Background: an optimization exercise with open tools, aiming at small area. Do not read the settings as production practice. Function was not checked in any run shown here: the RTL went through the layout flow alone.

**design/flow/run.sh**
```bash
#!/bin/bash
# synth_recipe.tcl (not shown) runs the flow's synth.tcl, then flattens the netlist and writes it again
# the make line also repeats each setting of config.mk as NAME=value (left out here)
make -C /OpenROAD-flow-scripts/flow DESIGN_CONFIG=/design/flow/config.mk WORK_HOME=/design/flow/orfs CLKGATE_MAP_FILE= SYNTH_SCRIPT=/design/flow/synth_recipe.tcl finish
```
**design/flow/config.mk**
```make
export PLATFORM = sky130hd
export DESIGN_NAME = cordic
export DESIGN_NICKNAME = cordic
export VERILOG_FILES = /design/flow/design.v
export SDC_FILE = /design/flow/constraint.sdc
export NUM_CORES = 4
export LEC_CHECK = 0
export CAP_MARGIN = 20
export CORE_MARGIN = 2
export CORE_UTILIZATION = 40
export CTS_BUF_LIST = sky130_fd_sc_hd__clkbuf_16
export CTS_CLUSTER_DIAMETER = 100
export CTS_CLUSTER_SIZE = 30
export SLEW_MARGIN = 20
```
**design/flow/constraint.sdc**
```tcl
create_clock -name core_clock -period 5.5 [get_ports {clk}]
set_input_delay 1.1000 -clock core_clock [delete_from_list [all_inputs] [get_ports {clk}]]
set_output_delay 1.1000 -clock core_clock [all_outputs]
set_load 0.01 [all_outputs]
```
**design/flow/design.v**
```verilog
module cordic(angle, out1, clk);
  input signed [31:0] angle;
  input clk;
  output [15:0] out1;
  wire [15:0] a_hi = angle[31:16];
  wire [14:0] u_c = (a_hi[15] != a_hi[14]) ? {15{~a_hi[15]}} : {~a_hi[14], a_hi[13:0]};
  wire [15:0] x_1;
  wire signed [16:0] y_2;
  reg [15:0] x_1_t; reg signed [16:0] y_2_t;
  assign x_1 = x_1_t; assign y_2 = y_2_t;
  always @* case (u_c[14:9])
    6'd0: begin x_1_t = 16'd43266; y_2_t = -17'sd33652; end
    6'd1: begin x_1_t = 16'd42234; y_2_t = -17'sd32318; end
    6'd2: begin x_1_t = 16'd41245; y_2_t = -17'sd31012; end
    6'd3: begin x_1_t = 16'd40295; y_2_t = -17'sd29738; end
    6'd4: begin x_1_t = 16'd39382; y_2_t = -17'sd28487; end
    6'd5: begin x_1_t = 16'd38510; y_2_t = -17'sd27271; end
    6'd6: begin x_1_t = 16'd37677; y_2_t = -17'sd26079; end
    6'd7: begin x_1_t = 16'd36879; y_2_t = -17'sd24915; end
    6'd8: begin x_1_t = 16'd36093; y_2_t = -17'sd23733; end
    6'd9: begin x_1_t = 16'd35367; y_2_t = -17'sd22617; end
    6'd10: begin x_1_t = 16'd34678; y_2_t = -17'sd21521; end
    6'd11: begin x_1_t = 16'd34022; y_2_t = -17'sd20449; end
    6'd12: begin x_1_t = 16'd33397; y_2_t = -17'sd19390; end
    6'd13: begin x_1_t = 16'd32807; y_2_t = -17'sd18356; end
    6'd14: begin x_1_t = 16'd32250; y_2_t = -17'sd17338; end
    6'd15: begin x_1_t = 16'd31722; y_2_t = -17'sd16340; end
    6'd16: begin x_1_t = 16'd31086; y_2_t = -17'sd15065; end
    6'd17: begin x_1_t = 16'd30630; y_2_t = -17'sd14101; end
    6'd18: begin x_1_t = 16'd30205; y_2_t = -17'sd13149; end
    6'd19: begin x_1_t = 16'd29807; y_2_t = -17'sd12213; end
    6'd20: begin x_1_t = 16'd29440; y_2_t = -17'sd11282; end
    6'd21: begin x_1_t = 16'd29100; y_2_t = -17'sd10368; end
    6'd22: begin x_1_t = 16'd28791; y_2_t = -17'sd9462; end
    6'd23: begin x_1_t = 16'd28509; y_2_t = -17'sd8568; end
    6'd24: begin x_1_t = 16'd28247; y_2_t = -17'sd7648; end
    6'd25: begin x_1_t = 16'd28021; y_2_t = -17'sd6770; end
    6'd26: begin x_1_t = 16'd27824; y_2_t = -17'sd5896; end
    6'd27: begin x_1_t = 16'd27652; y_2_t = -17'sd5030; end
    6'd28: begin x_1_t = 16'd27509; y_2_t = -17'sd4163; end
    6'd29: begin x_1_t = 16'd27391; y_2_t = -17'sd3307; end
    6'd30: begin x_1_t = 16'd27302; y_2_t = -17'sd2451; end
    6'd31: begin x_1_t = 16'd27238; y_2_t = -17'sd1599; end
    6'd32: begin x_1_t = 16'd27239; y_2_t = 17'sd1599; end
    6'd33: begin x_1_t = 16'd27301; y_2_t = 17'sd2451; end
    6'd34: begin x_1_t = 16'd27392; y_2_t = 17'sd3307; end
    6'd35: begin x_1_t = 16'd27508; y_2_t = 17'sd4163; end
    6'd36: begin x_1_t = 16'd27653; y_2_t = 17'sd5030; end
    6'd37: begin x_1_t = 16'd27823; y_2_t = 17'sd5896; end
    6'd38: begin x_1_t = 16'd28022; y_2_t = 17'sd6770; end
    6'd39: begin x_1_t = 16'd28246; y_2_t = 17'sd7648; end
    6'd40: begin x_1_t = 16'd28510; y_2_t = 17'sd8568; end
    6'd41: begin x_1_t = 16'd28790; y_2_t = 17'sd9462; end
    6'd42: begin x_1_t = 16'd29101; y_2_t = 17'sd10368; end
    6'd43: begin x_1_t = 16'd29439; y_2_t = 17'sd11282; end
    6'd44: begin x_1_t = 16'd29808; y_2_t = 17'sd12213; end
    6'd45: begin x_1_t = 16'd30204; y_2_t = 17'sd13149; end
    6'd46: begin x_1_t = 16'd30631; y_2_t = 17'sd14101; end
    6'd47: begin x_1_t = 16'd31085; y_2_t = 17'sd15065; end
    6'd48: begin x_1_t = 16'd31723; y_2_t = 17'sd16340; end
    6'd49: begin x_1_t = 16'd32249; y_2_t = 17'sd17338; end
    6'd50: begin x_1_t = 16'd32808; y_2_t = 17'sd18356; end
    6'd51: begin x_1_t = 16'd33396; y_2_t = 17'sd19390; end
    6'd52: begin x_1_t = 16'd34023; y_2_t = 17'sd20449; end
    6'd53: begin x_1_t = 16'd34677; y_2_t = 17'sd21521; end
    6'd54: begin x_1_t = 16'd35368; y_2_t = 17'sd22617; end
    6'd55: begin x_1_t = 16'd36092; y_2_t = 17'sd23733; end
    6'd56: begin x_1_t = 16'd36880; y_2_t = 17'sd24915; end
    6'd57: begin x_1_t = 16'd37676; y_2_t = 17'sd26079; end
    6'd58: begin x_1_t = 16'd38511; y_2_t = 17'sd27271; end
    6'd59: begin x_1_t = 16'd39381; y_2_t = 17'sd28487; end
    6'd60: begin x_1_t = 16'd40296; y_2_t = 17'sd29738; end
    6'd61: begin x_1_t = 16'd41244; y_2_t = 17'sd31012; end
    6'd62: begin x_1_t = 16'd42235; y_2_t = 17'sd32318; end
    6'd63: begin x_1_t = 16'd43265; y_2_t = 17'sd33652; end
    default: begin x_1_t = 16'd0; y_2_t = 17'sd0; end
  endcase
  wire [14:0] xk_3 = x_1[14:0];
  wire [15:0] yk_4 = y_2[15:0];
  wire [0:0] sg_5 = u_c[14];
  wire [8:0] u_6 = u_c[8:0];
  wire [15:0] xf_7 = {~xk_3[14], xk_3};
  wire [16:0] yf_8 = {~sg_5, yk_4};
  wire [14:0] x_9;
  wire [15:0] y_10;
  wire [14:0] xm_11;
  wire [15:0] ym_12;
  wire [0:0] cx_13;
  wire [0:0] cy_14;
  cordic_part_x #(15, 9, 0, 3) a_xm_11 (.a(xk_3), .b(yk_4[15:7]), .ext(~sg_5), .sub(~u_6[8]), .ci(~u_6[8]), .s(xm_11), .co(cx_13));
  cordic_part_x #(16, 9, 0, 3) a_ym_12 (.a(yk_4), .b(xf_7[15:7]), .ext(1'b0), .sub(~u_6[8]), .ci(~u_6[8]), .s(ym_12), .co(cy_14));
  reg [8:0] u_r0;
  always @(posedge clk) u_r0 <= u_6;
  reg [14:0] x_r0;
  always @(posedge clk) x_r0 <= xm_11;
  reg [15:0] y_r0;
  always @(posedge clk) y_r0 <= ym_12;
  reg [0:0] sg_r0;
  always @(posedge clk) sg_r0 <= sg_5;
  reg [0:0] cx_r0;
  always @(posedge clk) cx_r0 <= cx_13;
  reg [0:0] cy_r0;
  always @(posedge clk) cy_r0 <= cy_14;
  wire [15:0] xf_15 = {~x_r0[14], x_r0};
  wire [16:0] yf_16 = {~sg_r0, y_r0};
  cordic_part_x #(15, 9, 3, 15) a_x_9 (.a(x_r0), .b(y_r0[15:7]), .ext(~sg_r0), .sub(~u_r0[8]), .ci(cx_r0), .s(x_9), .co());
  cordic_part_x #(16, 9, 3, 16) a_y_10 (.a(y_r0), .b(xf_15[15:7]), .ext(1'b0), .sub(~u_r0[8]), .ci(cy_r0), .s(y_10), .co());
  wire [7:0] u_17 = u_r0[7:0];
  wire [15:0] xf_18 = {~x_9[14], x_9};
  wire [16:0] yf_19 = {~sg_r0, y_10};
  wire [14:0] x_20;
  wire [15:0] y_21;
  wire [14:0] xm_22;
  wire [15:0] ym_23;
  wire [0:0] cx_24;
  wire [0:0] cy_25;
  cordic_part_x #(15, 8, 0, 4) a_xm_22 (.a(x_9), .b(y_10[15:8]), .ext(~sg_r0), .sub(~u_17[7]), .ci(~u_17[7]), .s(xm_22), .co(cx_24));
  cordic_part_x #(16, 8, 0, 4) a_ym_23 (.a(y_10), .b(xf_18[15:8]), .ext(1'b0), .sub(~u_17[7]), .ci(~u_17[7]), .s(ym_23), .co(cy_25));
  reg [7:0] u_r1;
  always @(posedge clk) u_r1 <= u_17;
  reg [14:0] x_r1;
  always @(posedge clk) x_r1 <= xm_22;
  reg [15:0] y_r1;
  always @(posedge clk) y_r1 <= ym_23;
  reg [0:0] sg_r1;
  always @(posedge clk) sg_r1 <= sg_r0;
  reg [0:0] cx_r1;
  always @(posedge clk) cx_r1 <= cx_24;
  reg [0:0] cy_r1;
  always @(posedge clk) cy_r1 <= cy_25;
  wire [15:0] xf_26 = {~x_r1[14], x_r1};
  wire [16:0] yf_27 = {~sg_r1, y_r1};
  cordic_part_x #(15, 8, 4, 15) a_x_20 (.a(x_r1), .b(y_r1[15:8]), .ext(~sg_r1), .sub(~u_r1[7]), .ci(cx_r1), .s(x_20), .co());
  cordic_part_x #(16, 8, 4, 16) a_y_21 (.a(y_r1), .b(xf_26[15:8]), .ext(1'b0), .sub(~u_r1[7]), .ci(cy_r1), .s(y_21), .co());
  wire [6:0] u_28 = u_r1[6:0];
  wire [15:0] xf_29 = {~x_20[14], x_20};
  wire [16:0] yf_30 = {~sg_r1, y_21};
  wire [14:0] x_31;
  wire [15:0] y_32;
  wire [14:0] xm_33;
  wire [15:0] ym_34;
  wire [0:0] cx_35;
  wire [0:0] cy_36;
  cordic_part_x #(15, 7, 0, 4) a_xm_33 (.a(x_20), .b(y_21[15:9]), .ext(~sg_r1), .sub(~u_28[6]), .ci(~u_28[6]), .s(xm_33), .co(cx_35));
  cordic_part_x #(16, 7, 0, 4) a_ym_34 (.a(y_21), .b(xf_29[15:9]), .ext(1'b0), .sub(~u_28[6]), .ci(~u_28[6]), .s(ym_34), .co(cy_36));
  reg [6:0] u_r2;
  always @(posedge clk) u_r2 <= u_28;
  reg [14:0] x_r2;
  always @(posedge clk) x_r2 <= xm_33;
  reg [15:0] y_r2;
  always @(posedge clk) y_r2 <= ym_34;
  reg [0:0] sg_r2;
  always @(posedge clk) sg_r2 <= sg_r1;
  reg [0:0] cx_r2;
  always @(posedge clk) cx_r2 <= cx_35;
  reg [0:0] cy_r2;
  always @(posedge clk) cy_r2 <= cy_36;
  wire [15:0] xf_37 = {~x_r2[14], x_r2};
  wire [16:0] yf_38 = {~sg_r2, y_r2};
  cordic_part_x #(15, 7, 4, 15) a_x_31 (.a(x_r2), .b(y_r2[15:9]), .ext(~sg_r2), .sub(~u_r2[6]), .ci(cx_r2), .s(x_31), .co());
  cordic_part_x #(16, 7, 4, 16) a_y_32 (.a(y_r2), .b(xf_37[15:9]), .ext(1'b0), .sub(~u_r2[6]), .ci(cy_r2), .s(y_32), .co());
  wire [5:0] u_39 = u_r2[5:0];
  wire [15:0] xf_40 = {~x_31[14], x_31};
  wire [16:0] yf_41 = {~sg_r2, y_32};
  wire [14:0] x_42;
  wire [15:0] y_43;
  wire [14:0] xm_44;
  wire [15:0] ym_45;
  wire [0:0] cx_46;
  wire [0:0] cy_47;
  cordic_part_x #(15, 6, 0, 6) a_xm_44 (.a(x_31), .b(y_32[15:10]), .ext(~sg_r2), .sub(~u_39[5]), .ci(~u_39[5]), .s(xm_44), .co(cx_46));
  cordic_part_x #(16, 6, 0, 6) a_ym_45 (.a(y_32), .b(xf_40[15:10]), .ext(1'b0), .sub(~u_39[5]), .ci(~u_39[5]), .s(ym_45), .co(cy_47));
  reg [5:0] u_r3;
  always @(posedge clk) u_r3 <= u_39;
  reg [14:0] x_r3;
  always @(posedge clk) x_r3 <= xm_44;
  reg [15:0] y_r3;
  always @(posedge clk) y_r3 <= ym_45;
  reg [0:0] sg_r3;
  always @(posedge clk) sg_r3 <= sg_r2;
  reg [0:0] cx_r3;
  always @(posedge clk) cx_r3 <= cx_46;
  reg [0:0] cy_r3;
  always @(posedge clk) cy_r3 <= cy_47;
  wire [15:0] xf_48 = {~x_r3[14], x_r3};
  wire [16:0] yf_49 = {~sg_r3, y_r3};
  cordic_part_x #(15, 6, 6, 15) a_x_42 (.a(x_r3), .b(y_r3[15:10]), .ext(~sg_r3), .sub(~u_r3[5]), .ci(cx_r3), .s(x_42), .co());
  cordic_part_x #(16, 6, 6, 16) a_y_43 (.a(y_r3), .b(xf_48[15:10]), .ext(1'b0), .sub(~u_r3[5]), .ci(cy_r3), .s(y_43), .co());
  wire [4:0] u_50 = u_r3[4:0];
  wire [15:0] xf_51 = {~x_42[14], x_42};
  wire [16:0] yf_52 = {~sg_r3, y_43};
  wire [14:0] x_53;
  wire [15:0] y_54;
  cordic_addsub_x #(15, 5) a_x_53 (.a(x_42), .b(y_43[15:11]), .ext(~sg_r3), .sub(~u_50[4]), .s(x_53));
  cordic_addsub_x #(16, 5) a_y_54 (.a(y_43), .b(xf_51[15:11]), .ext(1'b0), .sub(~u_50[4]), .s(y_54));
  wire [3:0] u_55 = u_50[3:0];
  wire [15:0] xf_56 = {~x_53[14], x_53};
  wire [16:0] yf_57 = {~sg_r3, y_54};
  wire [14:0] x_58;
  wire [15:0] y_59;
  wire [14:0] xm_60;
  wire [15:0] ym_61;
  wire [0:0] cx_62;
  wire [0:0] cy_63;
  cordic_part_x #(15, 4, 0, 2) a_xm_60 (.a(x_53), .b(y_54[15:12]), .ext(~sg_r3), .sub(~u_55[3]), .ci(~u_55[3]), .s(xm_60), .co(cx_62));
  cordic_part_x #(16, 4, 0, 2) a_ym_61 (.a(y_54), .b(xf_56[15:12]), .ext(1'b0), .sub(~u_55[3]), .ci(~u_55[3]), .s(ym_61), .co(cy_63));
  reg [3:0] u_r4;
  always @(posedge clk) u_r4 <= u_55;
  reg [14:0] x_r4;
  always @(posedge clk) x_r4 <= xm_60;
  reg [15:0] y_r4;
  always @(posedge clk) y_r4 <= ym_61;
  reg [0:0] sg_r4;
  always @(posedge clk) sg_r4 <= sg_r3;
  reg [0:0] cx_r4;
  always @(posedge clk) cx_r4 <= cx_62;
  reg [0:0] cy_r4;
  always @(posedge clk) cy_r4 <= cy_63;
  wire [15:0] xf_64 = {~x_r4[14], x_r4};
  wire [16:0] yf_65 = {~sg_r4, y_r4};
  cordic_part_x #(15, 4, 2, 15) a_x_58 (.a(x_r4), .b(y_r4[15:12]), .ext(~sg_r4), .sub(~u_r4[3]), .ci(cx_r4), .s(x_58), .co());
  cordic_part_x #(16, 4, 2, 16) a_y_59 (.a(y_r4), .b(xf_64[15:12]), .ext(1'b0), .sub(~u_r4[3]), .ci(cy_r4), .s(y_59), .co());
  wire [2:0] u_66 = u_r4[2:0];
  wire [15:0] xf_67 = {~x_58[14], x_58};
  wire [16:0] yf_68 = {~sg_r4, y_59};
  wire [14:0] x_69;
  wire [15:0] y_70;
  cordic_addsub_x #(15, 3) a_x_69 (.a(x_58), .b(y_59[15:13]), .ext(~sg_r4), .sub(~u_66[2]), .s(x_69));
  cordic_addsub_x #(16, 3) a_y_70 (.a(y_59), .b(xf_67[15:13]), .ext(1'b0), .sub(~u_66[2]), .s(y_70));
  wire [1:0] u_71 = u_66[1:0];
  reg [1:0] u_r5;
  always @(posedge clk) u_r5 <= u_71;
  reg [14:0] x_r5;
  always @(posedge clk) x_r5 <= x_69;
  reg [15:0] y_r5;
  always @(posedge clk) y_r5 <= y_70;
  reg [0:0] sg_r5;
  always @(posedge clk) sg_r5 <= sg_r4;
  wire [14:0] x_72;
  wire [15:0] y_73;
  cordic_tail2 t_x_72 (.xk(x_r5), .yk(y_r5), .sg(sg_r5), .d(u_r5[1:0]), .xo(x_72), .yo(y_73));
  reg [14:0] x_r6;
  always @(posedge clk) x_r6 <= x_72;
  reg [15:0] y_r6;
  always @(posedge clk) y_r6 <= y_73;
  reg [0:0] sg_r6;
  always @(posedge clk) sg_r6 <= sg_r5;
  wire [0:0] sb_74 = sg_r6;
  wire [15:0] xf_75 = {~x_r6[14], x_r6};
  wire [15:0] op_76 = xf_75[15:0] ^ {16{sb_74}};
  wire [11:0] ql_77;
  wire [0:0] c_78;
  cordic_add #(12) a_ql_77 (.a(y_r6[11:0]), .b(op_76[11:0]), .ci(sb_74), .s(ql_77), .co(c_78));
  wire [3:0] qh_79 = y_r6[15:12];
  wire [0:0] oh_80 = sb_74;
  reg [14:0] x_r7;
  always @(posedge clk) x_r7 <= x_r6;
  reg [0:0] sg_r7;
  always @(posedge clk) sg_r7 <= sg_r6;
  reg [3:0] qh_r7;
  always @(posedge clk) qh_r7 <= qh_79;
  reg [0:0] oh_r7;
  always @(posedge clk) oh_r7 <= oh_80;
  reg [11:0] ql_r7;
  always @(posedge clk) ql_r7 <= ql_77;
  reg [0:0] cc_r7;
  always @(posedge clk) cc_r7 <= c_78;
  wire [15:0] xf_81 = {~x_r7[14], x_r7};
  wire [15:0] op_82 = xf_81[15:0] ^ {16{oh_r7}};
  wire [3:0] qh_83;
  cordic_add #(4) a_qh_83 (.a(qh_r7), .b(op_82[15:12]), .ci(cc_r7), .s(qh_83), .co());
  wire [15:0] q_84 = {qh_83, ql_r7};
  wire [13:0] x_85 = x_r7[14:1];
  wire [0:0] sb_86 = ~sg_r7;
  wire [14:0] xf_87 = {~x_85[13], x_85};
  wire [14:0] op_88 = xf_87[14:0] ^ {15{sb_86}};
  wire [9:0] ql_89;
  wire [0:0] c_90;
  cordic_add #(10) a_ql_89 (.a(q_84[9:0]), .b(op_88[9:0]), .ci(sb_86), .s(ql_89), .co(c_90));
  wire [4:0] qh_91 = q_84[14:10];
  wire [0:0] oh_92 = sb_86;
  reg [13:0] x_r8;
  always @(posedge clk) x_r8 <= x_85;
  reg [0:0] bits_r8;
  always @(posedge clk) bits_r8 <= sb_86;
  reg [4:0] qh_r8;
  always @(posedge clk) qh_r8 <= qh_91;
  reg [0:0] oh_r8;
  always @(posedge clk) oh_r8 <= oh_92;
  reg [9:0] ql_r8;
  always @(posedge clk) ql_r8 <= ql_89;
  reg [0:0] cc_r8;
  always @(posedge clk) cc_r8 <= c_90;
  wire [14:0] xf_93 = {~x_r8[13], x_r8};
  wire [14:0] op_94 = xf_93[14:0] ^ {15{oh_r8}};
  wire [4:0] qh_95;
  cordic_add #(5) a_qh_95 (.a(qh_r8), .b(op_94[14:10]), .ci(cc_r8), .s(qh_95), .co());
  wire [14:0] q_96 = {qh_95, ql_r8};
  wire [12:0] x_97 = x_r8[13:1];
  wire [0:0] sb_98 = ~q_96[14];
  wire [1:0] bits_99 = {bits_r8, sb_98};
  wire [13:0] xf_100 = {~x_97[12], x_97};
  wire [13:0] op_101 = xf_100[13:0] ^ {14{sb_98}};
  wire [7:0] ql_102;
  wire [0:0] c_103;
  cordic_add #(8) a_ql_102 (.a(q_96[7:0]), .b(op_101[7:0]), .ci(sb_98), .s(ql_102), .co(c_103));
  wire [5:0] qh_104 = q_96[13:8];
  wire [0:0] oh_105 = sb_98;
  reg [12:0] x_r9;
  always @(posedge clk) x_r9 <= x_97;
  reg [1:0] bits_r9;
  always @(posedge clk) bits_r9 <= bits_99;
  reg [5:0] qh_r9;
  always @(posedge clk) qh_r9 <= qh_104;
  reg [0:0] oh_r9;
  always @(posedge clk) oh_r9 <= oh_105;
  reg [7:0] ql_r9;
  always @(posedge clk) ql_r9 <= ql_102;
  reg [0:0] cc_r9;
  always @(posedge clk) cc_r9 <= c_103;
  wire [13:0] xf_106 = {~x_r9[12], x_r9};
  wire [13:0] op_107 = xf_106[13:0] ^ {14{oh_r9}};
  wire [5:0] qh_108;
  cordic_add #(6) a_qh_108 (.a(qh_r9), .b(op_107[13:8]), .ci(cc_r9), .s(qh_108), .co());
  wire [13:0] q_109 = {qh_108, ql_r9};
  wire [11:0] x_110 = x_r9[12:1];
  wire [0:0] sb_111 = ~q_109[13];
  wire [2:0] bits_112 = {bits_r9, sb_111};
  wire [12:0] xf_113 = {~x_110[11], x_110};
  wire [13:0] op_114 = {1'b0, xf_113[12:0]} ^ {14{sb_111}};
  wire [6:0] ql_115;
  wire [0:0] c_116;
  cordic_add #(7) a_ql_115 (.a(q_109[6:0]), .b(op_114[6:0]), .ci(sb_111), .s(ql_115), .co(c_116));
  wire [6:0] qh_117 = q_109[13:7];
  wire [0:0] oh_118 = sb_111;
  reg [11:0] x_r10;
  always @(posedge clk) x_r10 <= x_110;
  reg [2:0] bits_r10;
  always @(posedge clk) bits_r10 <= bits_112;
  reg [6:0] qh_r10;
  always @(posedge clk) qh_r10 <= qh_117;
  reg [0:0] oh_r10;
  always @(posedge clk) oh_r10 <= oh_118;
  reg [6:0] ql_r10;
  always @(posedge clk) ql_r10 <= ql_115;
  reg [0:0] cc_r10;
  always @(posedge clk) cc_r10 <= c_116;
  wire [12:0] xf_119 = {~x_r10[11], x_r10};
  wire [13:0] op_120 = {1'b0, xf_119[12:0]} ^ {14{oh_r10}};
  wire [6:0] qh_121;
  cordic_add #(7) a_qh_121 (.a(qh_r10), .b(op_120[13:7]), .ci(cc_r10), .s(qh_121), .co());
  wire [13:0] q_122 = {qh_121, ql_r10};
  wire [10:0] x_123 = x_r10[11:1];
  wire [0:0] sb_124 = ~q_122[13];
  wire [3:0] bits_125 = {bits_r10, sb_124};
  wire [11:0] xf_126 = {~x_123[10], x_123};
  wire [12:0] op_127 = {1'b0, xf_126[11:0]} ^ {13{sb_124}};
  wire [5:0] ql_128;
  wire [0:0] c_129;
  cordic_add #(6) a_ql_128 (.a(q_122[5:0]), .b(op_127[5:0]), .ci(sb_124), .s(ql_128), .co(c_129));
  wire [6:0] qh_130 = q_122[12:6];
  wire [0:0] oh_131 = sb_124;
  reg [10:0] x_r11;
  always @(posedge clk) x_r11 <= x_123;
  reg [3:0] bits_r11;
  always @(posedge clk) bits_r11 <= bits_125;
  reg [6:0] qh_r11;
  always @(posedge clk) qh_r11 <= qh_130;
  reg [0:0] oh_r11;
  always @(posedge clk) oh_r11 <= oh_131;
  reg [5:0] ql_r11;
  always @(posedge clk) ql_r11 <= ql_128;
  reg [0:0] cc_r11;
  always @(posedge clk) cc_r11 <= c_129;
  wire [11:0] xf_132 = {~x_r11[10], x_r11};
  wire [12:0] op_133 = {1'b0, xf_132[11:0]} ^ {13{oh_r11}};
  wire [6:0] qh_134;
  cordic_add #(7) a_qh_134 (.a(qh_r11), .b(op_133[12:6]), .ci(cc_r11), .s(qh_134), .co());
  wire [12:0] q_135 = {qh_134, ql_r11};
  wire [9:0] x_136 = x_r11[10:1];
  wire [0:0] sb_137 = ~q_135[12];
  wire [4:0] bits_138 = {bits_r11, sb_137};
  wire [10:0] xf_139 = {~x_136[9], x_136};
  wire [11:0] op_140 = {1'b0, xf_139[10:0]} ^ {12{sb_137}};
  wire [5:0] ql_141;
  wire [0:0] c_142;
  cordic_add #(6) a_ql_141 (.a(q_135[5:0]), .b(op_140[5:0]), .ci(sb_137), .s(ql_141), .co(c_142));
  wire [5:0] qh_143 = q_135[11:6];
  wire [0:0] oh_144 = sb_137;
  reg [9:0] x_r12;
  always @(posedge clk) x_r12 <= x_136;
  reg [4:0] bits_r12;
  always @(posedge clk) bits_r12 <= bits_138;
  reg [5:0] qh_r12;
  always @(posedge clk) qh_r12 <= qh_143;
  reg [0:0] oh_r12;
  always @(posedge clk) oh_r12 <= oh_144;
  reg [5:0] ql_r12;
  always @(posedge clk) ql_r12 <= ql_141;
  reg [0:0] cc_r12;
  always @(posedge clk) cc_r12 <= c_142;
  wire [10:0] xf_145 = {~x_r12[9], x_r12};
  wire [11:0] op_146 = {1'b0, xf_145[10:0]} ^ {12{oh_r12}};
  wire [5:0] qh_147;
  cordic_add #(6) a_qh_147 (.a(qh_r12), .b(op_146[11:6]), .ci(cc_r12), .s(qh_147), .co());
  wire [11:0] q_148 = {qh_147, ql_r12};
  wire [8:0] x_149 = x_r12[9:1];
  wire [0:0] sb_150 = ~q_148[11];
  wire [5:0] bits_151 = {bits_r12, sb_150};
  wire [9:0] xf_152 = {~x_149[8], x_149};
  wire [10:0] op_153 = {1'b0, xf_152[9:0]} ^ {11{sb_150}};
  wire [6:0] ql_154;
  wire [0:0] c_155;
  cordic_add #(7) a_ql_154 (.a(q_148[6:0]), .b(op_153[6:0]), .ci(sb_150), .s(ql_154), .co(c_155));
  wire [3:0] qh_156 = q_148[10:7];
  wire [0:0] oh_157 = sb_150;
  reg [8:0] x_r13;
  always @(posedge clk) x_r13 <= x_149;
  reg [5:0] bits_r13;
  always @(posedge clk) bits_r13 <= bits_151;
  reg [3:0] qh_r13;
  always @(posedge clk) qh_r13 <= qh_156;
  reg [0:0] oh_r13;
  always @(posedge clk) oh_r13 <= oh_157;
  reg [6:0] ql_r13;
  always @(posedge clk) ql_r13 <= ql_154;
  reg [0:0] cc_r13;
  always @(posedge clk) cc_r13 <= c_155;
  wire [9:0] xf_158 = {~x_r13[8], x_r13};
  wire [10:0] op_159 = {1'b0, xf_158[9:0]} ^ {11{oh_r13}};
  wire [3:0] qh_160;
  cordic_add #(4) a_qh_160 (.a(qh_r13), .b(op_159[10:7]), .ci(cc_r13), .s(qh_160), .co());
  wire [10:0] q_161 = {qh_160, ql_r13};
  wire [7:0] x_162 = x_r13[8:1];
  wire [0:0] sb_163 = ~q_161[10];
  wire [6:0] bits_164 = {bits_r13, sb_163};
  wire [8:0] xf_165 = {~x_162[7], x_162};
  wire [9:0] op_166 = {1'b0, xf_165[8:0]} ^ {10{sb_163}};
  wire [9:0] ql_167;
  wire [0:0] c_168;
  cordic_add #(10) a_ql_167 (.a(q_161[9:0]), .b(op_166[9:0]), .ci(sb_163), .s(ql_167), .co(c_168));
  wire [6:0] x_169 = x_162[7:1];
  reg [6:0] x_r14;
  always @(posedge clk) x_r14 <= x_169;
  reg [6:0] bits_r14;
  always @(posedge clk) bits_r14 <= bits_164;
  reg [9:0] q_r14;
  always @(posedge clk) q_r14 <= ql_167;
  wire [0:0] sb_170 = ~q_r14[9];
  wire [7:0] bits_171 = {bits_r14, sb_170};
  wire [7:0] xf_172 = {~x_r14[6], x_r14};
  wire [8:0] op_173 = {1'b0, xf_172[7:0]} ^ {9{sb_170}};
  wire [8:0] ql_174;
  wire [0:0] c_175;
  cordic_add #(9) a_ql_174 (.a(q_r14[8:0]), .b(op_173[8:0]), .ci(sb_170), .s(ql_174), .co(c_175));
  wire [5:0] x_176 = x_r14[6:1];
  wire [0:0] sb_177 = ~ql_174[8];
  wire [8:0] bits_178 = {bits_171, sb_177};
  wire [6:0] xf_179 = {~x_176[5], x_176};
  wire [7:0] op_180 = {1'b0, xf_179[6:0]} ^ {8{sb_177}};
  wire [3:0] ql_181;
  wire [0:0] c_182;
  cordic_add #(4) a_ql_181 (.a(ql_174[3:0]), .b(op_180[3:0]), .ci(sb_177), .s(ql_181), .co(c_182));
  wire [3:0] qh_183 = ql_174[7:4];
  wire [0:0] oh_184 = sb_177;
  reg [5:0] x_r15;
  always @(posedge clk) x_r15 <= x_176;
  reg [8:0] bits_r15;
  always @(posedge clk) bits_r15 <= bits_178;
  reg [3:0] qh_r15;
  always @(posedge clk) qh_r15 <= qh_183;
  reg [0:0] oh_r15;
  always @(posedge clk) oh_r15 <= oh_184;
  reg [3:0] ql_r15;
  always @(posedge clk) ql_r15 <= ql_181;
  reg [0:0] cc_r15;
  always @(posedge clk) cc_r15 <= c_182;
  wire [6:0] xf_185 = {~x_r15[5], x_r15};
  wire [7:0] op_186 = {1'b0, xf_185[6:0]} ^ {8{oh_r15}};
  wire [3:0] qh_187;
  cordic_add #(4) a_qh_187 (.a(qh_r15), .b(op_186[7:4]), .ci(cc_r15), .s(qh_187), .co());
  wire [7:0] q_188 = {qh_187, ql_r15};
  wire [4:0] x_189 = x_r15[5:1];
  wire [0:0] sb_190 = ~q_188[7];
  wire [9:0] bits_191 = {bits_r15, sb_190};
  wire [5:0] xf_192 = {~x_189[4], x_189};
  wire [6:0] op_193 = {1'b0, xf_192[5:0]} ^ {7{sb_190}};
  wire [6:0] ql_194;
  wire [0:0] c_195;
  cordic_add #(7) a_ql_194 (.a(q_188[6:0]), .b(op_193[6:0]), .ci(sb_190), .s(ql_194), .co(c_195));
  wire [3:0] x_196 = x_189[4:1];
  reg [3:0] x_r16;
  always @(posedge clk) x_r16 <= x_196;
  reg [9:0] bits_r16;
  always @(posedge clk) bits_r16 <= bits_191;
  reg [6:0] q_r16;
  always @(posedge clk) q_r16 <= ql_194;
  wire [0:0] sb_197 = ~q_r16[6];
  wire [10:0] bits_198 = {bits_r16, sb_197};
  wire [4:0] xf_199 = {~x_r16[3], x_r16};
  wire [5:0] op_200 = {1'b0, xf_199[4:0]} ^ {6{sb_197}};
  wire [5:0] ql_201;
  wire [0:0] c_202;
  cordic_add #(6) a_ql_201 (.a(q_r16[5:0]), .b(op_200[5:0]), .ci(sb_197), .s(ql_201), .co(c_202));
  wire [2:0] x_203 = x_r16[3:1];
  wire [0:0] sb_204 = ~ql_201[5];
  wire [11:0] bits_205 = {bits_198, sb_204};
  wire [3:0] xf_206 = {~x_203[2], x_203};
  wire [4:0] op_207 = {1'b0, xf_206[3:0]} ^ {5{sb_204}};
  wire [4:0] ql_208;
  wire [0:0] c_209;
  cordic_add #(5) a_ql_208 (.a(ql_201[4:0]), .b(op_207[4:0]), .ci(sb_204), .s(ql_208), .co(c_209));
  wire [0:0] sb_210 = ~ql_208[4];
  wire [12:0] bits_211 = {bits_205, sb_210};
  reg [12:0] bits_r17;
  always @(posedge clk) bits_r17 <= bits_211;
  reg [12:0] bits_r18;
  always @(posedge clk) bits_r18 <= bits_r17;
  reg [12:0] bits_r19;
  always @(posedge clk) bits_r19 <= bits_r18;
  reg [12:0] bits_r20;
  always @(posedge clk) bits_r20 <= bits_r19;
  reg [12:0] bits_r21;
  always @(posedge clk) bits_r21 <= bits_r20;
  reg [12:0] bits_r22;
  always @(posedge clk) bits_r22 <= bits_r21;
  reg [12:0] bits_r23;
  always @(posedge clk) bits_r23 <= bits_r22;
  reg [12:0] bits_r24;
  always @(posedge clk) bits_r24 <= bits_r23;
  reg [12:0] bits_r25;
  always @(posedge clk) bits_r25 <= bits_r24;
  reg [12:0] bits_r26;
  always @(posedge clk) bits_r26 <= bits_r25;
  reg [12:0] bits_r27;
  always @(posedge clk) bits_r27 <= bits_r26;
  reg [12:0] bits_r28;
  always @(posedge clk) bits_r28 <= bits_r27;
  reg [12:0] bits_r29;
  always @(posedge clk) bits_r29 <= bits_r28;
  assign out1 = {bits_r29, 3'b100};
endmodule
module cordic_add #(parameter W = 8) (a, b, ci, s, co);
  input [W-1:0] a;
  input [W-1:0] b;
  input ci;
  output [W-1:0] s;
  output co;
  wire [W:0] c;
  assign c[0] = ci;
  genvar i;
  generate
    for (i = 0; i < W; i = i + 1) begin : bit_
      assign s[i] = a[i] ^ b[i] ^ c[i];
      assign c[i+1] = (a[i] & b[i]) | (c[i] & (a[i] ^ b[i]));
    end
  endgenerate
  assign co = c[W];
endmodule
module cordic_addsub_x #(parameter W = 16, parameter N = 8) (a, b, ext, sub, s);
  input [W-1:0] a;
  input [N-1:0] b;
  input ext;
  input sub;
  output [W-1:0] s;
  wire [N:0] c;
  wire [N-1:0] bx = b ^ {N{sub}};
  assign c[0] = sub;
  genvar i;
  generate
    for (i = 0; i < N; i = i + 1) begin : lo_
      wire [N-1:0] b = bx;
      assign s[i] = a[i] ^ b[i] ^ c[i];
      assign c[i+1] = (a[i] & b[i]) | (c[i] & (a[i] ^ b[i]));
    end
    if (W > N) begin : hi_
      wire e = ext ^ sub;
      wire inc = ~e & c[N];
      wire dec = e & ~c[N];
      wire [W:N] p1;
      wire [W:N] p0;
      assign p1[N] = 1'b1;
      assign p0[N] = 1'b1;
      for (i = N; i < W; i = i + 1) begin : hb_
        assign p1[i+1] = p1[i] & a[i];
        assign p0[i+1] = p0[i] & ~a[i];
        assign s[i] = a[i] ^ ((inc & p1[i]) | (dec & p0[i]));
      end
    end
  endgenerate
endmodule
module cordic_part_x #(parameter W = 16, parameter N = 8,
                       parameter LO = 0, parameter HI = 16) (a, b, ext, sub, ci, s, co);
  input [W-1:0] a;
  input [N-1:0] b;
  input ext;
  input sub;
  input ci;
  output [W-1:0] s;
  output co;
  localparam M = (HI < N) ? HI : N;
  wire [N:0] c;
  wire [N-1:0] bx = b ^ {N{sub}};
  assign c[LO] = ci;
  genvar i;
  generate
    for (i = 0; i < W; i = i + 1) begin : pass_
      if (i < LO || (i >= M && i < N) || (i >= N && HI < W)) begin : p_
        assign s[i] = a[i];
      end
    end
    for (i = LO; i < M; i = i + 1) begin : lo_
      assign s[i] = a[i] ^ bx[i] ^ c[i];
      assign c[i+1] = (a[i] & bx[i]) | (c[i] & (a[i] ^ bx[i]));
    end
    if (HI >= W && W > N) begin : hi_
      wire e = ext ^ sub;
      wire inc = ~e & c[N];
      wire dec = e & ~c[N];
      wire [W:N] p1;
      wire [W:N] p0;
      assign p1[N] = 1'b1;
      assign p0[N] = 1'b1;
      for (i = N; i < W; i = i + 1) begin : hb_
        assign p1[i+1] = p1[i] & a[i];
        assign p0[i+1] = p0[i] & ~a[i];
        assign s[i] = a[i] ^ ((inc & p1[i]) | (dec & p0[i]));
      end
    end
  endgenerate
  assign co = c[M];
endmodule
module cordic_tail2 (xk, yk, sg, d, xo, yo);
  input [14:0] xk;
  input [15:0] yk;
  input sg;
  input [1:0] d;
  output [14:0] xo;
  output [15:0] yo;
  wire xk15 = ~xk[14];
  wire y16 = ~sg;
  wire [2:0] ya3 = {y16, yk[15:14]};
  reg [1:0] ldx;
  always @* case ({d[1], ya3, xk[1:0]})
    6'd0: ldx = 2'd0;
    6'd1: ldx = 2'd0;
    6'd2: ldx = 2'd0;
    6'd3: ldx = 2'd0;
    6'd4: ldx = 2'd2;
    6'd5: ldx = 2'd0;
    6'd6: ldx = 2'd0;
    6'd7: ldx = 2'd0;
    6'd8: ldx = 2'd2;
    6'd9: ldx = 2'd2;
    6'd10: ldx = 2'd0;
    6'd11: ldx = 2'd0;
    6'd12: ldx = 2'd2;
    6'd13: ldx = 2'd2;
    6'd14: ldx = 2'd2;
    6'd15: ldx = 2'd0;
    6'd16: ldx = 2'd1;
    6'd17: ldx = 2'd1;
    6'd18: ldx = 2'd1;
    6'd19: ldx = 2'd1;
    6'd20: ldx = 2'd0;
    6'd21: ldx = 2'd1;
    6'd22: ldx = 2'd1;
    6'd23: ldx = 2'd1;
    6'd24: ldx = 2'd0;
    6'd25: ldx = 2'd0;
    6'd26: ldx = 2'd1;
    6'd27: ldx = 2'd1;
    6'd28: ldx = 2'd0;
    6'd29: ldx = 2'd0;
    6'd30: ldx = 2'd0;
    6'd31: ldx = 2'd1;
    6'd32: ldx = 2'd0;
    6'd33: ldx = 2'd0;
    6'd34: ldx = 2'd0;
    6'd35: ldx = 2'd0;
    6'd36: ldx = 2'd0;
    6'd37: ldx = 2'd0;
    6'd38: ldx = 2'd0;
    6'd39: ldx = 2'd1;
    6'd40: ldx = 2'd0;
    6'd41: ldx = 2'd0;
    6'd42: ldx = 2'd1;
    6'd43: ldx = 2'd1;
    6'd44: ldx = 2'd0;
    6'd45: ldx = 2'd1;
    6'd46: ldx = 2'd1;
    6'd47: ldx = 2'd1;
    6'd48: ldx = 2'd2;
    6'd49: ldx = 2'd2;
    6'd50: ldx = 2'd2;
    6'd51: ldx = 2'd2;
    6'd52: ldx = 2'd2;
    6'd53: ldx = 2'd2;
    6'd54: ldx = 2'd2;
    6'd55: ldx = 2'd0;
    6'd56: ldx = 2'd2;
    6'd57: ldx = 2'd2;
    6'd58: ldx = 2'd0;
    6'd59: ldx = 2'd0;
    6'd60: ldx = 2'd2;
    6'd61: ldx = 2'd0;
    6'd62: ldx = 2'd0;
    6'd63: ldx = 2'd0;
  endcase
  reg [1:0] ldy;
  always @* case ({d[1], xk15, xk[14], yk[1:0]})
    5'd0: ldy = 2'd0;
    5'd1: ldy = 2'd0;
    5'd2: ldy = 2'd0;
    5'd3: ldy = 2'd0;
    5'd4: ldy = 2'd2;
    5'd5: ldy = 2'd0;
    5'd6: ldy = 2'd0;
    5'd7: ldy = 2'd0;
    5'd8: ldy = 2'd2;
    5'd9: ldy = 2'd2;
    5'd10: ldy = 2'd0;
    5'd11: ldy = 2'd0;
    5'd12: ldy = 2'd2;
    5'd13: ldy = 2'd2;
    5'd14: ldy = 2'd2;
    5'd15: ldy = 2'd0;
    5'd16: ldy = 2'd0;
    5'd17: ldy = 2'd0;
    5'd18: ldy = 2'd0;
    5'd19: ldy = 2'd0;
    5'd20: ldy = 2'd0;
    5'd21: ldy = 2'd0;
    5'd22: ldy = 2'd0;
    5'd23: ldy = 2'd1;
    5'd24: ldy = 2'd0;
    5'd25: ldy = 2'd0;
    5'd26: ldy = 2'd1;
    5'd27: ldy = 2'd1;
    5'd28: ldy = 2'd0;
    5'd29: ldy = 2'd1;
    5'd30: ldy = 2'd1;
    5'd31: ldy = 2'd1;
  endcase
  reg [3:0] t0x;
  always @* case ({d[1], d[0], y16, yk[15:14]})
    5'd0: t0x = 4'd0;
    5'd1: t0x = 4'd15;
    5'd2: t0x = 4'd13;
    5'd3: t0x = 4'd12;
    5'd4: t0x = 4'd6;
    5'd5: t0x = 4'd5;
    5'd6: t0x = 4'd3;
    5'd7: t0x = 4'd2;
    5'd8: t0x = 4'd0;
    5'd9: t0x = 4'd15;
    5'd10: t0x = 4'd15;
    5'd11: t0x = 4'd14;
    5'd12: t0x = 4'd2;
    5'd13: t0x = 4'd1;
    5'd14: t0x = 4'd1;
    5'd15: t0x = 4'd0;
    5'd16: t0x = 4'd0;
    5'd17: t0x = 4'd1;
    5'd18: t0x = 4'd1;
    5'd19: t0x = 4'd2;
    5'd20: t0x = 4'd14;
    5'd21: t0x = 4'd15;
    5'd22: t0x = 4'd15;
    5'd23: t0x = 4'd0;
    5'd24: t0x = 4'd0;
    5'd25: t0x = 4'd1;
    5'd26: t0x = 4'd3;
    5'd27: t0x = 4'd4;
    5'd28: t0x = 4'd10;
    5'd29: t0x = 4'd11;
    5'd30: t0x = 4'd13;
    5'd31: t0x = 4'd14;
  endcase
  reg [3:0] t0xm;
  always @* case ({d[1], d[0], y16, yk[15:14]})
    5'd0: t0xm = 4'd15;
    5'd1: t0xm = 4'd14;
    5'd2: t0xm = 4'd12;
    5'd3: t0xm = 4'd11;
    5'd4: t0xm = 4'd5;
    5'd5: t0xm = 4'd4;
    5'd6: t0xm = 4'd2;
    5'd7: t0xm = 4'd1;
    5'd8: t0xm = 4'd15;
    5'd9: t0xm = 4'd14;
    5'd10: t0xm = 4'd14;
    5'd11: t0xm = 4'd13;
    5'd12: t0xm = 4'd1;
    5'd13: t0xm = 4'd0;
    5'd14: t0xm = 4'd0;
    5'd15: t0xm = 4'd15;
    5'd16: t0xm = 4'd15;
    5'd17: t0xm = 4'd0;
    5'd18: t0xm = 4'd0;
    5'd19: t0xm = 4'd1;
    5'd20: t0xm = 4'd13;
    5'd21: t0xm = 4'd14;
    5'd22: t0xm = 4'd14;
    5'd23: t0xm = 4'd15;
    5'd24: t0xm = 4'd15;
    5'd25: t0xm = 4'd0;
    5'd26: t0xm = 4'd2;
    5'd27: t0xm = 4'd3;
    5'd28: t0xm = 4'd9;
    5'd29: t0xm = 4'd10;
    5'd30: t0xm = 4'd12;
    5'd31: t0xm = 4'd13;
  endcase
  reg [2:0] t0y;
  always @* case ({d[1], d[0], xk15, xk[14]})
    4'd0: t0y = 3'd0;
    4'd1: t0y = 3'd7;
    4'd2: t0y = 3'd5;
    4'd3: t0y = 3'd4;
    4'd4: t0y = 3'd0;
    4'd5: t0y = 3'd7;
    4'd6: t0y = 3'd7;
    4'd7: t0y = 3'd6;
    4'd8: t0y = 3'd0;
    4'd9: t0y = 3'd1;
    4'd10: t0y = 3'd1;
    4'd11: t0y = 3'd2;
    4'd12: t0y = 3'd0;
    4'd13: t0y = 3'd1;
    4'd14: t0y = 3'd3;
    4'd15: t0y = 3'd4;
  endcase
  reg [2:0] t0ym;
  always @* case ({d[1], d[0], xk15, xk[14]})
    4'd0: t0ym = 3'd7;
    4'd1: t0ym = 3'd6;
    4'd2: t0ym = 3'd4;
    4'd3: t0ym = 3'd3;
    4'd4: t0ym = 3'd7;
    4'd5: t0ym = 3'd6;
    4'd6: t0ym = 3'd6;
    4'd7: t0ym = 3'd5;
    4'd8: t0ym = 3'd7;
    4'd9: t0ym = 3'd0;
    4'd10: t0ym = 3'd0;
    4'd11: t0ym = 3'd1;
    4'd12: t0ym = 3'd7;
    4'd13: t0ym = 3'd0;
    4'd14: t0ym = 3'd2;
    4'd15: t0ym = 3'd3;
  endcase
  wire upx = (&xk[14:2]) & ldx[0];
  wire dnx = (~|xk[14:2]) & ldx[1];
  wire upy = (&yk[14:2]) & ldy[0];
  wire dny = (~|yk[14:2]) & ldy[1];
  wire xneg = d[0] ? dny : upy;
  wire xpos = d[0] ? upy : dny;
  wire yneg = d[0] ? dnx : upx;
  wire ypos = d[0] ? upx : dnx;
  cordic_addc_x #(15, 4) ax (.a(xk), .b(xneg ? t0xm : t0x), .ci(xpos), .s(xo));
  cordic_addc_x #(16, 3) ay (.a(yk), .b(yneg ? t0ym : t0y), .ci(ypos), .s(yo));
endmodule
module cordic_addc_x #(parameter W = 16, parameter N = 4) (a, b, ci, s);
  input [W-1:0] a;
  input [N-1:0] b;
  input ci;
  output [W-1:0] s;
  wire [N:0] c;
  assign c[0] = ci;
  genvar i;
  generate
    for (i = 0; i < N; i = i + 1) begin : lo_
      assign s[i] = a[i] ^ b[i] ^ c[i];
      assign c[i+1] = (a[i] & b[i]) | (c[i] & (a[i] ^ b[i]));
    end
    if (W > N) begin : hi_
      wire e = b[N-1];
      wire inc = ~e & c[N];
      wire dec = e & ~c[N];
      wire [W:N] p1;
      wire [W:N] p0;
      assign p1[N] = 1'b1;
      assign p0[N] = 1'b1;
      for (i = N; i < W; i = i + 1) begin : hb_
        assign p1[i+1] = p1[i] & a[i];
        assign p0[i+1] = p0[i] & ~a[i];
        assign s[i] = a[i] ^ ((inc & p1[i]) | (dec & p0[i]));
      end
    end
  endgenerate
endmodule
```
==> results.cfg, run 1 <==
[logic_synthesis]
synth_edf_count = 0
yosysUniqueCellTypes = 81
netlist_instances = 2722
netlist_top_cells_area = dfxtp_1, fa_1, xnor2_1
seq_area_frac_synth_pct = 48.53
yosys.area_share.adder_pct = 15.41
synth_compound_area_share_pct = 7.789
synth_top_flop_cell = dfxtp_1
synthMuxAreaShare_pct = 1.680
synth_seq_cells = 706
yosys.area_share.simple_pct = 8.085
yosys_warnings = 2
syn_area_um2 = 29120
synth-xor-area-share_pct = 12.07
async_flop_share_pct = 0
syn_area_per_cell_um2 = 10.70
yosysTopAreaCellShare_pct = 48.53
synth_top_area_cell = dfxtp_1
synth_top_family_by_area = adder cells

[sta]
slew_violations = 0
slew-limit-headroom_pct = 37.58
period_share_pct = 100.8
layout_min_cycle_time_ps = 5542
fin_skew_ps = 21.28
rsz0062_at_grt = true
final_hold_viol_count = 0
fmaxAchievable_mhz = 180.4
worst-slew-pin-transition_ps = 934.0
hold_ws_ps = 324.6
setup_ws_ps = -42.15
finalSetupTns_ps = -42.15
finalSetupViolations = 1

[clock_tree]
cts_sinks = 706
path_clk_slew_ps = 110
clock-root-buffer = clkbuf_16
clock_tree.buffer_depth = 3
cts_tree = yes
cts_buffers = 29
clk_latency_ps = 630
cts-htree-levels = 1

[floorplan]
die_h_um = 273.8
fp-row-count = 98
initial_core_util_pct = 40.60
fp.dieW_um = 273.8
dieArea_um2 = 74990
core_area_um2 = 71730
num_io_pins = 49

[run_status]
so.violations = negative setup slack
status = complete, but fails checks

[hold_path]
holdCritPathClass = reg -> reg
whs_path_depth = 0

[critical_path]
critPathRequiredTime_ps = 6070
crit_type = reg -> reg
end_kind = register
cp.arrival_ps = 6110
crit_fanout = 6
reg2regPathDepth = 25
worstSetupStartpointType = register

[drt]
ant_nets = 0
vias = 18110
drc = 0
wl_per_cell_um = 15.51
firstDrtPassIters = 5
drt-total-wl_um = 59060
avgViaCountPerCell = 4.756
drtIter0Drc = 867

[placed_design]
place_area_um2 = 31640
place_inst = 3745
place.gp.congestion = 0.8965
port_buffers = 29
dp_hpwl_um = 45250

[layout]
layout_commonest_cell = dfxtp_1
syn_to_final_growth_pct = 13.97
design_area_um2 = 33190
drive_gt1_share_pct = 13.72
final_nets = 3130
diodes = 0
layout_common_cells = dfxtp_1, inv_1, xnor2_1
final_cells = 3807
n_fill_cell = 6626

[global_routing]
track_usage_pct = 15.89
grt_max_degree = 42
grt_overflow = 0
antenna_found_initial = 1
grt_pass1_wl_um = 95780
grt_pass1_vias = 18300

[job]
cap_violations = 0
-- sequential cells by signal, summed over array words and instances (netlist names), 16 cells and up --
name / count
y_r3: 16
y_r2: 16
y_r5: 16
y_r0: 16
y_r4: 16
y_r1: 16
-- routing by layer --
metal / wire [µm] / global-route usage (%)
met3: 2373 / 1.947
met5: 0 / 0
met1: 27290 / 21.39
met2: 27480 / 26.57
met4: 1920 / 5.105
-- Yosys cell counts (14+ instances only) --
cell,number
dfxtp_1,706
inv_1,383
xnor2_1,271
fa_1,188
nand2_1,128
xor2_1,125
nor2_1,113
a21oi_1,98
o21ai_0,98
clkbuf_1,83
ha_1,58
nor3_1,46
mux2i_1,41
nand3_1,34
a31oi_1,23
and3_1,22
nand2b_1,20
nor2b_1,16
or3_1,15
nand4_1,14
-- worst max-delay path: stages (launching register included) --
cell and delay [ps]:
dfxtp_4 380, buf_4 140, buf_12 120, xor2_4 130
fa_2 200, inv_1 50, fa_2 360, inv_2 80
ha_4 120, or4b_4 500, nor4_4 330, mux2i_1 180
xnor2_2 220, nor2_1 90, a21oi_2 130, fa_2 190
inv_1 60, fa_2 420, inv_2 80, ha_4 120
nor3b_4 180, a21bo_4 260, or3b_4 410, or4_1 490
nand3_1 100, xnor2_1 110
-- kinds of logic (layout without fill, tap and decap cells) --
group           count (synthesis)  after routing
flops                         706            706
other cells                     2              3
simple gates                  472            472
mux                            47             47
xor+xnor                      398            398
buf+inv                       492            626
fa+ha+maj                     246            246
compound gates                359            359
-- metrics by stage --
stage	util (%)	setup WS (ps)
after floorplan	-	-16.46
after global placement	44.11	-156.9
after detailed placement	44.11	-296.8
after CTS	45.50	-27.66
after global routing	46.27	-346.0
final	46.27	-42.15
-- repair_timing --
item	4_1_cts	5_1_grt
setup endpoints to repair	23	25
buffers inserted	5	20
cloned	0	0
pin swaps	18	47
hold buffers	0	0
resized for setup	27	97
-- path summary, 6_finish.rpt --
check | startpoint | to | slack (ps)
max | u_r4[3] | x_r5[11] | -40
min | u_r4[0] | u_r5[0] | 320
max reg2reg | u_r4[3] | x_r5[11] | -40
min reg2reg | u_r4[0] | u_r5[0] | 320
-- cell type report --
type	instances	area, µm²	share of cell area (%)
Clock buffer	29	725.7	2.186
Sequential cell	706	14150	42.64
Tap cell	950	1189	3.581
Timing Repair Buffer	203	1629	4.908
Clock inverter	8	110.1	0.3317
Multi-Input combinational cell	1525	13940	41.99
Inverter	386	1449	4.365
==> run 2, diff against run 1 <==
--- a/design/flow/design.v
+++ b/design/flow/design.v
@@ -142,6 +142,6 @@
   wire [0:0] cx_35;
   wire [0:0] cy_36;
-  cordic_part_x #(15, 7, 0, 4) a_xm_33 (.a(x_20), .b(y_21[15:9]), .ext(~sg_r1), .sub(~u_28[6]), .ci(~u_28[6]), .s(xm_33), .co(cx_35));
-  cordic_part_x #(16, 7, 0, 4) a_ym_34 (.a(y_21), .b(xf_29[15:9]), .ext(1'b0), .sub(~u_28[6]), .ci(~u_28[6]), .s(ym_34), .co(cy_36));
+  cordic_part_x #(15, 7, 0, 5) a_xm_33 (.a(x_20), .b(y_21[15:9]), .ext(~sg_r1), .sub(~u_28[6]), .ci(~u_28[6]), .s(xm_33), .co(cx_35));
+  cordic_part_x #(16, 7, 0, 5) a_ym_34 (.a(y_21), .b(xf_29[15:9]), .ext(1'b0), .sub(~u_28[6]), .ci(~u_28[6]), .s(ym_34), .co(cy_36));
   reg [6:0] u_r2;
   always @(posedge clk) u_r2 <= u_28;
@@ -158,6 +158,6 @@
   wire [15:0] xf_37 = {~x_r2[14], x_r2};
   wire [16:0] yf_38 = {~sg_r2, y_r2};
-  cordic_part_x #(15, 7, 4, 15) a_x_31 (.a(x_r2), .b(y_r2[15:9]), .ext(~sg_r2), .sub(~u_r2[6]), .ci(cx_r2), .s(x_31), .co());
-  cordic_part_x #(16, 7, 4, 16) a_y_32 (.a(y_r2), .b(xf_37[15:9]), .ext(1'b0), .sub(~u_r2[6]), .ci(cy_r2), .s(y_32), .co());
+  cordic_part_x #(15, 7, 5, 15) a_x_31 (.a(x_r2), .b(y_r2[15:9]), .ext(~sg_r2), .sub(~u_r2[6]), .ci(cx_r2), .s(x_31), .co());
+  cordic_part_x #(16, 7, 5, 16) a_y_32 (.a(y_r2), .b(xf_37[15:9]), .ext(1'b0), .sub(~u_r2[6]), .ci(cy_r2), .s(y_32), .co());
   wire [5:0] u_39 = u_r2[5:0];
   wire [15:0] xf_40 = {~x_31[14], x_31};
==> run 2 against run 1 <==
Now clean on timing, DRC and antenna. Critical path depth decreased by 2. Worst setup slack improved by 130 ps. Final area decreased by 0.18%. Die area increased by 0.44%. Core utilization decreased by 0.71 points. Highest routed layer unchanged. Synthesized cell count increased by 0.66%. Critical path type unchanged. Maximum frequency increased by 2.4%. First-iteration DRC count increased by 4.0%. Non-clock buffer count decreased by 24.
==> results.cfg, run 2 <==
[critical_path]
worstSetupStartpointType = register
end_kind = register
crit_chain = xor2_2 > fa_2 > inv_2 > fa_2 > inv_2 > ha_4 > or4b_4 > nor3_4 > nand3b_1 > mux2i_1 > xor2_1 > xnor2_2 > fa_2 > inv_2 > fa_2 > inv_2 > ha_4 > or3b_4 > a211o_1 > a2111oi_4 > or3b_4 > mux2i_1 > xor2_1
crit_type = reg -> reg
cp.arrival_ps = 5960
critPathRequiredTime_ps = 6050
r2r_slack_ps = 90
path_delay_family = simple AND/OR/NAND/NOR gates
slowest_delay_ps = 470
crit_fanout = 3
r2r-end = y_r5[14]
worstPathBufferInverterCount = 4
cp_slowest_cell = or4b_4
reg2regPathDepth = 23
r2r_start = y_r4[14]

[sta]
setup_ws_ps = 89.97
period_share_pct = 98.36
fmaxAchievable_mhz = 184.8
layout_min_cycle_time_ps = 5410
fin_skew_ps = 36.69
finalSetupTns_ps = 0
slew-limit-headroom_pct = 43.29
final_hold_viol_count = 0
worst-slew-pin-transition_ps = 849.6
rsz0062_at_grt = true
finalSetupViolations = 0
slew_violations = 0

[logic_synthesis]
synth_top_area_cell = dfxtp_1
yosys_warnings = 2
syn_area_per_cell_um2 = 10.68
seq_area_frac_synth_pct = 48.31
synth_top_flop_cell = dfxtp_1
netlist_instances = 2740
syn_area_um2 = 29250
async_flop_share_pct = 0
netlist_top_cells_area = dfxtp_1, fa_1, xnor2_1
synth_seq_cells = 706
yosysMostFrequentCell = dfxtp_1
synth_edf_count = 0
yosysTopAreaCellShare_pct = 48.31
yosysUniqueCellTypes = 85
synthTopCellsByCount = dfxtp_1, inv_1, xnor2_1, fa_1, nand2_1

[global_routing]
grt_pass1_vias = 18500
grt_pass1_wl_um = 95970
grt_max_degree = 42
grt_overflow = 0
track_usage_pct = 15.90
antenna_found_initial = 0

[hold_path]
min_to = bits_r23[11]
whs_path_depth = 0
min-delay-start = bits_r22[11]
holdCritPathClass = reg -> reg

[placed_design]
place_ws_ps = -132.7
place_area_um2 = 31610
place.gp.congestion = 0.8885
dp_hpwl_um = 45610
port_buffers = 29

[clock_tree]
cts-htree-levels = 1
cts_sinks = 706
clock-root-buffer = clkbuf_16
clk_latency_ps = 660
clock_tree.buffer_depth = 3
path_clk_slew_ps = 110
cts_tree = yes
cts_buffers = 31

[drt]
drtIter0Drc = 902
top_layer_used = met4
vias = 17950
ant_nets = 0
route.met3.wl_um = 2086
drc = 0
drt-total-wl_um = 59390
avgViaCountPerCell = 4.706
wl_met2_um = 29810
wl_per_cell_um = 15.57
drt-met1-wl_um = 25260
firstDrtPassIters = 5

[layout]
layout_commonest_cell = dfxtp_1
layout_common_cells = dfxtp_1, inv_1, xnor2_1
n_fill_cell = 6644
syn_to_final_growth_pct = 13.25
fin_util_pct = 45.57
diodes = 0
seq_area_um2 = 14150
final_nets = 3123
design_area_um2 = 33130
multi_input_area_um2 = 13910
drive_gt1_share_pct = 12.71

[floorplan]
num_io_pins = 49
dieArea_um2 = 75310
fp.dieW_um = 274.4
die_h_um = 274.4
core_area_um2 = 72710
fp-row-count = 99
initial_core_util_pct = 40.23

[job]
cap_violations = 0

[run_status]
status = complete, no violations
## run 2: cell count changes in the layout (fill, tap and decap cells not counted), moves of 10 or more
cell and change:
nand2_1 +14, xnor2_1 -15, nand3_1 +16, buf_4 -22, a21oi_1 -15, o21ai_0 -12, o21ai_1 +14, nor3_1 -18
mux2i_1 +14, and3_1 -10
## run 2: routing by layer
| layer | track usage, % | vias to the layer above |
|---|---|---|
| li1 | - | 8840 |
| met1 | 19.33 | 8696 |
| met2 | 28.92 | 309 |
| met3 | 1.953 | 105 |
| met4 | 5.420 | 0 |
| met5 | 0 | - |
## run 2: cell type report
| class | count | area share [%] |
|---|---|---|
| clock inverters | 13 | 0.5514 |
| inverters | 393 | 4.452 |
| well taps | 959 | 3.622 |
| repair buffers | 179 | 4.350 |
| flip-flops and latches | 706 | 42.71 |
| clock buffers | 31 | 2.341 |
| multi-input cells | 1533 | 41.98 |
## run 2: worst register-to-register path, cell delays in order, from the launching register on
cell       delay (ps)
dfxtp_2           350
xor2_2            190
fa_2              220
inv_2              40
fa_2              350
inv_2              80
ha_4              120
or4b_4            470
nor3_4            140
nand3b_1          120
mux2i_1           180
xor2_1            310
xnor2_2           170
fa_2              240
inv_2              40
fa_2              360
inv_2              80
ha_4              120
or3b_4            370
a211o_1           330
a2111oi_4         230
or3b_4            450
mux2i_1           170
xor2_1            170
## run 2: worst max path at each step
stage	from	to	slack, ps	cells after the start
2_1_floorplan	bits_r13[0]	q_r14[8]	-20	16
3_3_place_gp	u_r3[5]	y_r4[1]	-50	20
3_5_place_dp	u_r3[5]	x_r4[1]	-130	20
4_1_cts	y_r4[14]	y_r5[14]	-20	23
5_1_grt	y_r4[14]	y_r5[14]	-170	23
6_report	y_r4[14]	y_r5[14]	90	23
## run 2: cell families (layout without fill, tap and decap cells)
family          after synthesis  after routing  synth area share (%)
flops                       706            706                 48.31
buf+inv                     502            616                 6.527
simple gates                477            477                 8.032
xor+xnor                    394            394                 11.87
compound gates              352            352                 7.733
fa+ha+maj                   246            246                 15.35
mux                          61             61                 2.151
other cells                   2              3               0.02567
## run 2: per-stage QoR
stage	hold slack, ps	instances
after floorplan	309.6	2741
after global placement	309.6	3750
after detailed placement	312.1	3750
after CTS	297.3	3802
after global routing	304.5	3814
final	306.5	3814
## run 2: timing repair
| action | 4_1_cts | 5_1_grt |
|---|---|---|
| endpoints found under the setup margin | 16 | 23 |
| pin swaps | 25 | 50 |
| gates resized for setup | 40 | 63 |
| setup buffers | 8 | 12 |
| hold buffers | 0 | 0 |
| gates cloned | 0 | 0 |

==> re-timing with driven ports <==
In the flow no input, the clock included, has a driving cell. The finished layouts below were timed again as built, in two steps.
Step 1, drivers: a clkbuf_16 drives clk and a buf_2 each remaining input, both assumed.
Step 2, shift: input delay + t, output delay - t, t = (earliest + latest rising clock arrival at the registers) / 2. This alone moves slack from input paths to output paths.
a / b / c = ideal / step 1 / step 2; a / b = the first two.
| run | t (ns) | setup slack, ns | hold WS [ns] |
|---|---|---|---|
| run 1 | 0.680 | -0.042 / -0.042 / -0.042 | 0.325 / 0.325 / 0.325 |
| run 2 | 0.696 | 0.090 / 0.090 / 0.090 | 0.306 / 0.306 / 0.306 |
